Background: an optimization exercise with open tools, aiming at small area and a short achievable clock period. Do not read the settings as production practice.
RTL that was checked went through simulation tests only; none was proved equivalent to the original.
Power is estimated from default activity; no workload was simulated.

Setup of run A:
// computation_module
module computation_module(clk, rst, a_1, a_2, a_3, b_1, b_2, b_3, P1_en, P2_en, mux_reset, c_sel, sel_m, out);
  input clk, rst;
  input [7:0] a_1, a_2, a_3;
  input [7:0] b_1, b_2, b_3;
  input [1:0] sel_m;
  input mux_reset, P1_en;
  input [2:0] c_sel;
  input [1:0] P2_en;
  output reg [7:0] out;
  wire e_s = sel_m == 2'b01, e_3 = sel_m == 2'b10, e_2 = sel_m == 2'b11;
  reg [1:0] sd1, sd2, sd3;
  reg [7:0] X11, X12, X13, X21, X22, X23, X31, X32;
  reg [7:0] B11, B12, B13, B21, B22, B23, B31, B32, B33;
  reg [7:0] D11, D12, D21, D22;
  reg [7:0] PPQ, PPS;
  reg [7:0] Rs, Q, Vs, Vc;
  reg [7:0] c0, c1, c2, c3, T;
  wire g3_1 = sd1 == 2'b10, g2_1 = sd1 == 2'b11;
  wire g3_2 = sd2 == 2'b10, g2_2 = sd2 == 2'b11;
  wire g3_3 = sd3 == 2'b10;
  wire [7:0] BB11 = g3_1 ? B11 : g2_1 ? D11 : 8'd0;
  wire [7:0] BB12 = g3_2 ? B12 : g2_2 ? D12 : 8'd0;
  wire [7:0] BB13 = g3_3 ? B13 : 8'd0;
  wire [7:0] BB21 = g3_1 ? B21 : g2_1 ? D21 : 8'd0;
  wire [7:0] BB22 = g3_2 ? B22 : g2_2 ? D22 : 8'd0;
  wire [7:0] BB23 = g3_3 ? B23 : 8'd0;
  wire [7:0] M11 = X11 * BB11, M12 = X12 * BB12, M13 = X13 * BB13;
  wire [7:0] M21 = X21 * BB21, M22 = X22 * BB22, M23 = X23 * BB23;
  wire [7:0] M3_11 = sd1[0] ? 8'd0 : M11, M2_11 = sd1[0] ? M11 : 8'd0;
  wire [7:0] M3_12 = sd2[0] ? 8'd0 : M12, M2_12 = sd2[0] ? M12 : 8'd0;
  ...
For scale: about 3700 cells after synthesis, about 260 flip-flops.
==> flow/config.mk <==
export PLATFORM = sky130hd
export DESIGN_NAME = computation_module
export DESIGN_NICKNAME = computation_module
export VERILOG_FILES = /design/flow/design.v
export SDC_FILE = /design/flow/constraint.sdc
export NUM_CORES = 4
export LEC_CHECK = 0
export ABC_AREA = 1
export CAP_MARGIN = 20
export CORE_MARGIN = 2
export CORE_UTILIZATION = 60
export SLEW_MARGIN = 20
==> flow/constraint.sdc <==
create_clock -name core_clock -period 11.0 [get_ports {clk}]
set_input_delay 2.2000 -clock core_clock [delete_from_list [all_inputs] [get_ports {clk}]]
set_output_delay 2.2000 -clock core_clock [all_outputs]
set_load 0.01 [all_outputs]
standard.sh (not shown) runs the stock make flow with config.mk's settings and CLKGATE_MAP_FILE= SYNTH_SCRIPT=/design/flow/synth_recipe.tcl, a recipe that flattens the netlist after the stock synthesis.
==> flow/flow/run.sh <==
#!/bin/bash
set -euo pipefail
cd "$(dirname "$0")/.."
bash standard.sh ADDER_MAP_FILE= SETUP_SLACK_MARGIN=5.8 "BUFFER_PORTS_ARGS=-buffer_cell sky130_fd_sc_hd__buf_4" finish > standard_flow.log 2>&1
diff inputs: run A => run B
==> flow/flow/run.sh <==
#!/bin/bash
set -euo pipefail
cd "$(dirname "$0")/.."
bash standard.sh ADDER_MAP_FILE= SETUP_SLACK_MARGIN=6.2 "BUFFER_PORTS_ARGS=-buffer_cell sky130_fd_sc_hd__buf_4" finish > standard_flow.log 2>&1
## What came out
Clock power ended up about 7% lower on run B than on run A. Looking at critical path depth, run B sits below run A. Part of the cycle the worst path needs in run B is 1.4 points lower than in run A. Changes observed in run B relative to run A: clock share of power shows a reduction of 2.0 points, overall track demand over capacity in global routing about even, clock buffer instance count of the final layout decreased by 6 relative to the old numbers, cell area higher.
Function was not checked in any run of this note: the RTL went through the layout flow alone.

Setup of P:
Another version of the RTL of computation_module (not shown whole).
For scale: about 4900 cells after synthesis, roughly 270 flip-flops, ~29000 um^2 of cells after synthesis.
clock: 11.0 ns
lec_check: 0
abc_area: 1
cap_margin: 20
core_margin: 2
core_utilization: 40
setup_slack_margin: 5
slew_margin: 20
synth_hierarchical: 1
==> flow/flow/run.sh <==
#!/bin/bash
set -euo pipefail
cd "$(dirname "$0")/.."
bash standard.sh ADDER_MAP_FILE= "BUFFER_PORTS_ARGS=-buffer_cell sky130_fd_sc_hd__buf_4" finish > standard_flow.log 2>&1
P: all stages complete, timing, DRC and antenna checks passed
The inputs of Q differ from those of P as listed below.
Settings: ABC_AREA removed (was 1).
Findings:
Any difference in effective utilization at floorplan between P and Q is small enough to ignore.
Share of the clock period used by the worst path was lower in the run labelled Q.
Going from P to Q, the combinational power was found to have gone up by 29%.
Area overhead of the layout relative to synthesis for Q: 0.64 points up relative to P
Compared with P, in Q pre-CTS setup slack decreased by 0.45 ns relative to the old numbers; internal cell power increased by 23% relative to the old numbers.
P reports its dominant combinational cell family by area after synthesis as simple AND/OR/NAND/NOR gates while Q reports XOR/XNOR gates.
Summary of Q over P: wire length has decreased; via count of the routed design has decreased.

The RTL this note starts from:
==> flow/design.v <==
module computation_module(clk, rst, a_1, a_2, a_3, b_1, b_2, b_3, P1_en, P2_en, mux_reset, c_sel, sel_m, out);
  input clk, rst;
  input [7:0] a_1, a_2, a_3;
  input [7:0] b_1, b_2, b_3;
  input [1:0] sel_m;
  input mux_reset, P1_en;
  input [2:0] c_sel;
  input [1:0] P2_en;
  output reg [7:0] out;
  wire e_s = sel_m == 2'b01, e_3 = sel_m == 2'b10, e_2 = sel_m == 2'b11;
  reg [1:0] sd1, sd2, sd3;
  reg [7:0] X11, X12, X13, X21, X22, X23, X31, X32;
  reg [7:0] B11, B12, B13, B21, B22, B23, B31, B32, B33;
  reg [7:0] D11, D12, D21, D22;
  reg [7:0] PP21, PP22, PP23;
  reg [7:0] Rs, Q, Vs, Vc;
  reg [7:0] c0, c1, c2, c3, T;
  wire g3_1 = sd1 == 2'b10, g2_1 = sd1 == 2'b11;
  wire g3_2 = sd2 == 2'b10, g2_2 = sd2 == 2'b11;
  wire g3_3 = sd3 == 2'b10;
  wire [7:0] BB11 = g3_1 ? B11 : g2_1 ? D11 : 8'd0;
  wire [7:0] BB12 = g3_2 ? B12 : g2_2 ? D12 : 8'd0;
  wire [7:0] BB13 = g3_3 ? B13 : 8'd0;
  wire [7:0] BB21 = g3_1 ? B21 : g2_1 ? D21 : 8'd0;
  wire [7:0] BB22 = g3_2 ? B22 : g2_2 ? D22 : 8'd0;
  wire [7:0] BB23 = g3_3 ? B23 : 8'd0;
  wire [7:0] M11 = X11 * BB11, M12 = X12 * BB12, M13 = X13 * BB13;
  wire [7:0] M21 = X21 * BB21, M22 = X22 * BB22, M23 = X23 * BB23;
  wire [7:0] P3_21 = sd2[0] ? 8'd0 : PP21, P2_21 = sd2[0] ? PP21 : 8'd0;
  wire [7:0] P3_22 = sd3[0] ? 8'd0 : PP22, P2_22 = sd3[0] ? PP22 : 8'd0;
  wire [7:0] M3_21 = sd1[0] ? 8'd0 : M21, M2_21 = sd1[0] ? M21 : 8'd0;
  wire [7:0] M3_22 = sd2[0] ? 8'd0 : M22, M2_22 = sd2[0] ? M22 : 8'd0;
  wire [7:0] Qn = P3_21 + M3_21 + P3_22 + M3_22 + PP23 + M23;
  wire [7:0] S = P2_21 + M2_21 + P2_22 + M2_22;
  wire [7:0] Bn31 = P1_en ? B21 : B31;
  wire [7:0] Bn32 = P1_en ? B22 : B32;
  wire [7:0] Bn33 = P1_en ? B23 : B33;
  wire [7:0] a3g = e_3 ? a_3 : 8'd0;
  wire [7:0] X31g = g3_1 ? X31 : 8'd0;
  wire [7:0] X32g = g3_2 ? X32 : 8'd0;
  function [15:0] csa;   
    input [7:0] x, y, z;
    csa = {x ^ y ^ z, ((x & y) | (x & z) | (y & z)) << 1};
  endfunction
  wire [7:0] r [0:23];
  genvar gi;
  generate for (gi = 0; gi < 8; gi = gi + 1) begin: pp
    assign r[gi]      = (a3g  & {8{Bn31[gi]}}) << gi;
    assign r[gi + 8]  = (X31g & {8{Bn32[gi]}}) << gi;
    assign r[gi + 16] = (X32g & {8{Bn33[gi]}}) << gi;
  end endgenerate
  wire [7:0] l1 [0:15];
  generate for (gi = 0; gi < 8; gi = gi + 1) begin: L1
    assign {l1[2*gi], l1[2*gi+1]} = csa(r[3*gi], r[3*gi+1], r[3*gi+2]);
  end endgenerate
  wire [7:0] l2 [0:10];
  generate for (gi = 0; gi < 5; gi = gi + 1) begin: L2
    assign {l2[2*gi], l2[2*gi+1]} = csa(l1[3*gi], l1[3*gi+1], l1[3*gi+2]);
  end endgenerate
  assign l2[10] = l1[15];
  wire [7:0] l3 [0:7];
  generate for (gi = 0; gi < 3; gi = gi + 1) begin: L3
    assign {l3[2*gi], l3[2*gi+1]} = csa(l2[3*gi], l2[3*gi+1], l2[3*gi+2]);
  end endgenerate
  assign l3[6] = l2[9]; assign l3[7] = l2[10];
  wire [7:0] l4 [0:5];
  generate for (gi = 0; gi < 2; gi = gi + 1) begin: L4
    assign {l4[2*gi], l4[2*gi+1]} = csa(l3[3*gi], l3[3*gi+1], l3[3*gi+2]);
  end endgenerate
  assign l4[4] = l3[6]; assign l4[5] = l3[7];
  wire [7:0] l5 [0:3];
  generate for (gi = 0; gi < 2; gi = gi + 1) begin: L5
    assign {l5[2*gi], l5[2*gi+1]} = csa(l4[3*gi], l4[3*gi+1], l4[3*gi+2]);
  end endgenerate
  wire [7:0] l6a, l6b, Vsn, Vcn;
  assign {l6a, l6b} = csa(l5[0], l5[1], l5[2]);
  assign {Vsn, Vcn} = csa(l6a, l6b, l5[3]);
  wire [7:0] a1s = e_s ? a_1 : 8'd0;
  wire [7:0] Rsn = (mux_reset ? 8'd0 : Rs) + a1s * b_1;
  reg [7:0] slot;
  always @(*) case (c_sel[1:0])
    2'd0: slot = c0; 2'd1: slot = c1; 2'd2: slot = c2; default: slot = c3;
  endcase
  wire [7:0] acc = slot + S;
  always @(posedge clk or posedge rst) begin
    if (rst) begin
      sd1 <= 0; sd2 <= 0; sd3 <= 0;
      X11 <= 0; X12 <= 0; X13 <= 0; X21 <= 0; X22 <= 0; X23 <= 0; X31 <= 0; X32 <= 0;
      B11 <= 0; B12 <= 0; B13 <= 0; B21 <= 0; B22 <= 0; B23 <= 0; B31 <= 0; B32 <= 0; B33 <= 0;
      D11 <= 0; D12 <= 0; D21 <= 0; D22 <= 0;
      PP21 <= 0; PP22 <= 0; PP23 <= 0;
      Rs <= 0; Q <= 0; Vs <= 0; Vc <= 0;
      c0 <= 0; c1 <= 0; c2 <= 0; c3 <= 0; T <= 0;
    end else begin
      sd1 <= sel_m; sd2 <= sd1; sd3 <= sd2;
      X11 <= a_1; X12 <= X11; X13 <= X12;
      X21 <= a_2; X22 <= X21; X23 <= X22;
      X31 <= a_3; X32 <= X31;
      if (P1_en) begin
        B11 <= e_3 ? b_1 : 8'd0; B12 <= e_3 ? b_2 : 8'd0; B13 <= e_3 ? b_3 : 8'd0;
        B21 <= B11; B22 <= B12; B23 <= B13;
      end
      B31 <= Bn31; B32 <= Bn32; B33 <= Bn33;
      if (P2_en[0]) begin D11 <= e_2 ? b_1 : 8'd0; D12 <= e_2 ? b_2 : 8'd0; end
      if (P2_en[1]) begin D21 <= D11; D22 <= D12; end
      PP21 <= M11; PP22 <= M12; PP23 <= M13;
      Rs <= Rsn; Q <= Qn; Vs <= Vsn; Vc <= Vcn;
      if (c_sel[2]) begin
        T <= acc;
        case (c_sel[1:0])
          2'd0: c0 <= acc; 2'd1: c1 <= acc; 2'd2: c2 <= acc; default: c3 <= acc;
        endcase
      end else T <= 8'd0;
    end
  end
  wire [7:0] o3 = Q + Vs + Vc;
  always @(*) case (sel_m)
    2'b00: out = 8'd0;
    2'b01: out = Rs;
    2'b10: out = o3;
    default: out = T;
  endcase
endmodule
export LEC_CHECK = 0
export CAP_MARGIN = 20
export CORE_MARGIN = 2
export CORE_UTILIZATION = 60
export SETUP_SLACK_MARGIN = 5
export SLEW_MARGIN = 20
create_clock -name core_clock -period 11.0 [get_ports {clk}]
Scripts as last shown in full above: flow/flow/run.sh
The baseline finished clean.
Rerun with:
==> flow/flow/run.sh (replaced) <==
#!/bin/bash
set -euo pipefail
cd "$(dirname "$0")/.."
bash standard.sh ADDER_MAP_FILE= SETUP_SLACK_MARGIN=5.7 finish > standard_flow.log 2>&1
--- a/flow/config.mk
+++ b/flow/config.mk
@@ -10,2 +10 @@
-export CORE_UTILIZATION = 60
-export SETUP_SLACK_MARGIN = 5
+export CORE_UTILIZATION = 40
Power grows by about 7%.
First-iteration DRC count climbs by 28%.
Sequential share of layout area shrinks by 1.6 points.
Cell area increases by about 6.5%.
Cell count came out higher by 9.0%.
Clock power climbs by about 10%.
Utilization fell by 20 points.
Sequential power hardly moves.
Wire length went up by 12%.
Die area climbs by about 50%.

[separate check: timing with driven ports]
How much do the figures lean on ideal ports? The routed layouts below were timed once more, with nothing changed but the port constraints. Step 1 assumes that a clkbuf_16 drives the clock port and a buf_2 every other input. Step 2 moves the port delays by t, midway between the first and last clock arrival at a register: inputs arrive t later, outputs are due t later. That takes back most of the time a late clock gives input paths. Three values: no drivers, after step 1, after step 2; two values: the first two.
| run | shift t [ns] | setup slack, ns | slew at the worst register clock pin (ns) | worst slew at a driven data input, ns | pins driven straight from the clock port |
|---|---|---|---|---|---|
| run A | 0.630 | 5.422 / 5.366 / 4.818 | 0.07 / 0.07 | 0.22 | 1 |
| run B | 0.633 | 5.573 / 5.512 / 5.041 | 0.07 / 0.07 | 0.22 | 1 |
| P | 0.637 | 5.146 / 5.117 / 4.954 | 0.07 / 0.07 | 0.07 | 1 |
| Q | 0.608 | 5.299 / 5.299 / 4.776 | 0.06 / 0.06 | 0.07 | 1 |
| the first run of note 3 | 0.630 | 4.953 / 4.894 / 4.703 | 0.07 / 0.07 | 0.06 | 1 |
| the second run of note 3 | 0.611 | 4.920 / 4.864 / 4.998 | 0.06 / 0.06 | 0.29 | 1 |
After both steps every run listed still meets setup and hold. For run A, which loses most, drivers alone change the setup slack by -0.056 ns; drivers and shift together by -0.604 ns.
